Source: an optimization exercise on an open RTL-to-GDS flow (aim: small area). Production flows keep margins and buffers that such runs may drop.
The RTL was checked by simulation tests, not by an equivalence proof against the original design.

==> yarrow: inputs <==
Design altitude_reflex_chip, start of the top module:
module altitude_reflex_chip (
    input wire clk,
    input wire rst_n,
    input wire signed [15:0] altitude_current,
    input wire signed [15:0] altitude_target,
    input wire signed [15:0] velocity_z,
    input wire signed [15:0] accel_z,
    input wire [7:0] compliance,
    input wire signed [15:0] pid_kp,
    input wire signed [15:0] pid_ki,
    input wire signed [15:0] pid_kd,
    output wire signed [15:0] thrust_output,
    output reg control_valid
);
Settings: LEC_CHECK=0, ABC_AREA=1, CAP_MARGIN=5, CORE_MARGIN=2, CORE_UTILIZATION=40, SLEW_MARGIN=5, SYNTH_HIERARCHICAL=1; clock period 25.0 ns.
standard.sh (not shown) runs the stock make flow with config.mk's settings and CLKGATE_MAP_FILE= SYNTH_SCRIPT=/design/flow/synth_recipe.tcl, a recipe that flattens the netlist after the stock synthesis.
==> flow/flow/run.sh <==
#!/bin/bash
# The standard layout (the standard.sh) with these changes:
#  - synthesis is the standard synthesis (synth_recipe.tcl and ORFS's
#    synth.tcl, unchanged but for one line) with ABC's technology-mapping
#    script replaced by flow/abc_area_amap.script (area-oriented mapping);
#    registers, flattening and renaming are exactly as in the standard synthesis;
#  - every input and output port gets a sky130_fd_sc_hd__buf_1 buffer;
#  - the buffers that synthesis inserted are removed once at floorplan and
#    global placement is not timing driven (the design meets timing with margin);
#  - clock tree synthesis uses clkbuf_4/clkbuf_8 and inserts no dummy loads.
# Each tool's full output is in standard.log (and ORFS's own logs under orfs/logs).
set -o pipefail
HERE=$(pwd)
F=$HERE/flow
sed "s#\$::env(SCRIPTS_DIR)/abc_area.script#$F/abc_area_amap.script#" \
  "$FLOW_HOME/scripts/synth_preamble.tcl" > "$HERE/synth_preamble_amap.tcl"
sed "s#source \$::env(SCRIPTS_DIR)/synth_preamble.tcl#source $HERE/synth_preamble_amap.tcl#" \
  "$FLOW_HOME/scripts/synth.tcl" > "$HERE/synth_amap.tcl"
sed "s#source \$::env(SCRIPTS_DIR)/synth.tcl#source $HERE/synth_amap.tcl#" \
  "$HERE/synth_recipe.tcl" > "$HERE/synth_recipe_amap.tcl"
for f in synth_preamble_amap.tcl synth_amap.tcl synth_recipe_amap.tcl; do
  [ -s "$HERE/$f" ] || { echo "empty $f" > flow_error.log; exit 1; }
done
grep -q "abc_area_amap.script" "$HERE/synth_preamble_amap.tcl" || { echo "preamble edit failed" > flow_error.log; exit 1; }
grep -q "synth_preamble_amap.tcl" "$HERE/synth_amap.tcl" || { echo "synth edit failed" > flow_error.log; exit 1; }
grep -q "synth_amap.tcl" "$HERE/synth_recipe_amap.tcl" || { echo "synth_recipe edit failed" > flow_error.log; exit 1; }
export BUFFER_PORTS_ARGS="-buffer_cell sky130_fd_sc_hd__buf_1"
export CTS_ARGS="-sink_clustering_enable -repair_clock_nets -dont_use_dummy_load -buf_list {sky130_fd_sc_hd__clkbuf_4 sky130_fd_sc_hd__clkbuf_8}"
bash standard.sh SYNTH_SCRIPT="$HERE/synth_recipe_amap.tcl" REMOVE_ABC_BUFFERS=1 GPL_TIMING_DRIVEN=0 > standard.log 2>&1
==> flow/flow/abc_area_amap.script <==
strash
dch -f
amap
topo
dnsize -c
==> quartz (differences from yarrow) <==
--- a/flow/flow/run.sh
+++ b/flow/flow/run.sh
@@ -8,5 +8,5 @@
 #  - the buffers that synthesis inserted are removed once at floorplan and
 #    global placement is not timing driven (the design meets timing with margin);
-#  - clock tree synthesis uses clkbuf_4/clkbuf_8 and inserts no dummy loads.
+#  - clock tree synthesis uses clkbuf_4/clkbuf_8 and inserts no dummy loads (no sink clustering).
 # Each tool's full output is in standard.log (and ORFS's own logs under orfs/logs).
 set -o pipefail
@@ -26,4 +26,4 @@
 grep -q "synth_amap.tcl" "$HERE/synth_recipe_amap.tcl" || { echo "synth_recipe edit failed" > flow_error.log; exit 1; }
 export BUFFER_PORTS_ARGS="-buffer_cell sky130_fd_sc_hd__buf_1"
-export CTS_ARGS="-sink_clustering_enable -repair_clock_nets -dont_use_dummy_load -buf_list {sky130_fd_sc_hd__clkbuf_4 sky130_fd_sc_hd__clkbuf_8}"
+export CTS_ARGS="-repair_clock_nets -dont_use_dummy_load -buf_list {sky130_fd_sc_hd__clkbuf_4 sky130_fd_sc_hd__clkbuf_8}"
 bash standard.sh SYNTH_SCRIPT="$HERE/synth_recipe_amap.tcl" REMOVE_ABC_BUFFERS=1 GPL_TIMING_DRIVEN=0 > standard.log 2>&1
CAP_MARGIN = 20   (was 5)
SLEW_MARGIN = 20   (was 5)
==> sierra (differences from yarrow) <==
CAP_MARGIN = 20   (was 5)
CORE_UTILIZATION = 55   (was 40)
SLEW_MARGIN = 20   (was 5)
==> onyx (differences from yarrow) <==
CAP_MARGIN = 12   (was 5)
SLEW_MARGIN = 12   (was 5)
==> notes <==
- yarrow ran to the end with violations: max-capacitance violations, max-slew violations. quartz passed the timing, DRC and antenna checks. sierra ran to the end with no violations. onyx completed without violations.
- Global-route usage: sierra > quartz > onyx > yarrow.
- Non-clock buffer count: sierra is higher than quartz (5).
- Cell count: sierra < quartz < onyx < yarrow.
- In onyx the utilization is lower than in sierra, by 16 points.
- Between onyx and quartz, the lower first-iteration DRC count is in quartz (gap about 1.1%, measured against quartz).
- Critical path depth is the same in sierra and quartz.
- Setup slack: quartz > sierra > yarrow > onyx.
- Routed wire length, lowest first: sierra, yarrow, quartz, onyx.
- Between quartz and sierra, the lower sequential share of layout area is in quartz (gap 0.058 points).

port drivers added, routing unchanged:
No port has a modelled driver above. Below, the same layouts with a new extraction and two added sets of constraints.
Step 1 sets driving cells, clkbuf_16 on the clock port and buf_2 on the other inputs (assumed; they add their load-dependent delay and slew).
Step 2, shift: input delay + t, output delay - t, t = (earliest + latest rising clock arrival at the registers) / 2. This alone moves slack from input paths to output paths.
a / b / c = no drivers / after step 1 / after step 2; a / b = the first two.
run | t (ns) | setup slack, ns | worst hold slack (ns) | worst register clock-pin slew, ns | cell pins on the clock port's net
yarrow | 0.438 | 1.023 / 1.048 / 0.610 | 0.593 / 0.593 / 0.593 | 0.09 / 0.09 | 1
quartz | 0.439 | 1.164 / 1.193 / 0.755 | 0.601 / 0.601 / 0.601 | 0.08 / 0.08 | 1
sierra | 0.474 | 1.063 / 1.090 / 0.617 | 0.516 / 0.516 / 0.516 | 0.11 / 0.11 | 1
onyx | 0.434 | 1.008 / 1.033 / 0.599 | 0.592 / 0.592 / 0.592 | 0.09 / 0.09 | 1
For sierra, which loses most, drivers alone change the setup slack by +0.027 ns; drivers and shift together by -0.446 ns.
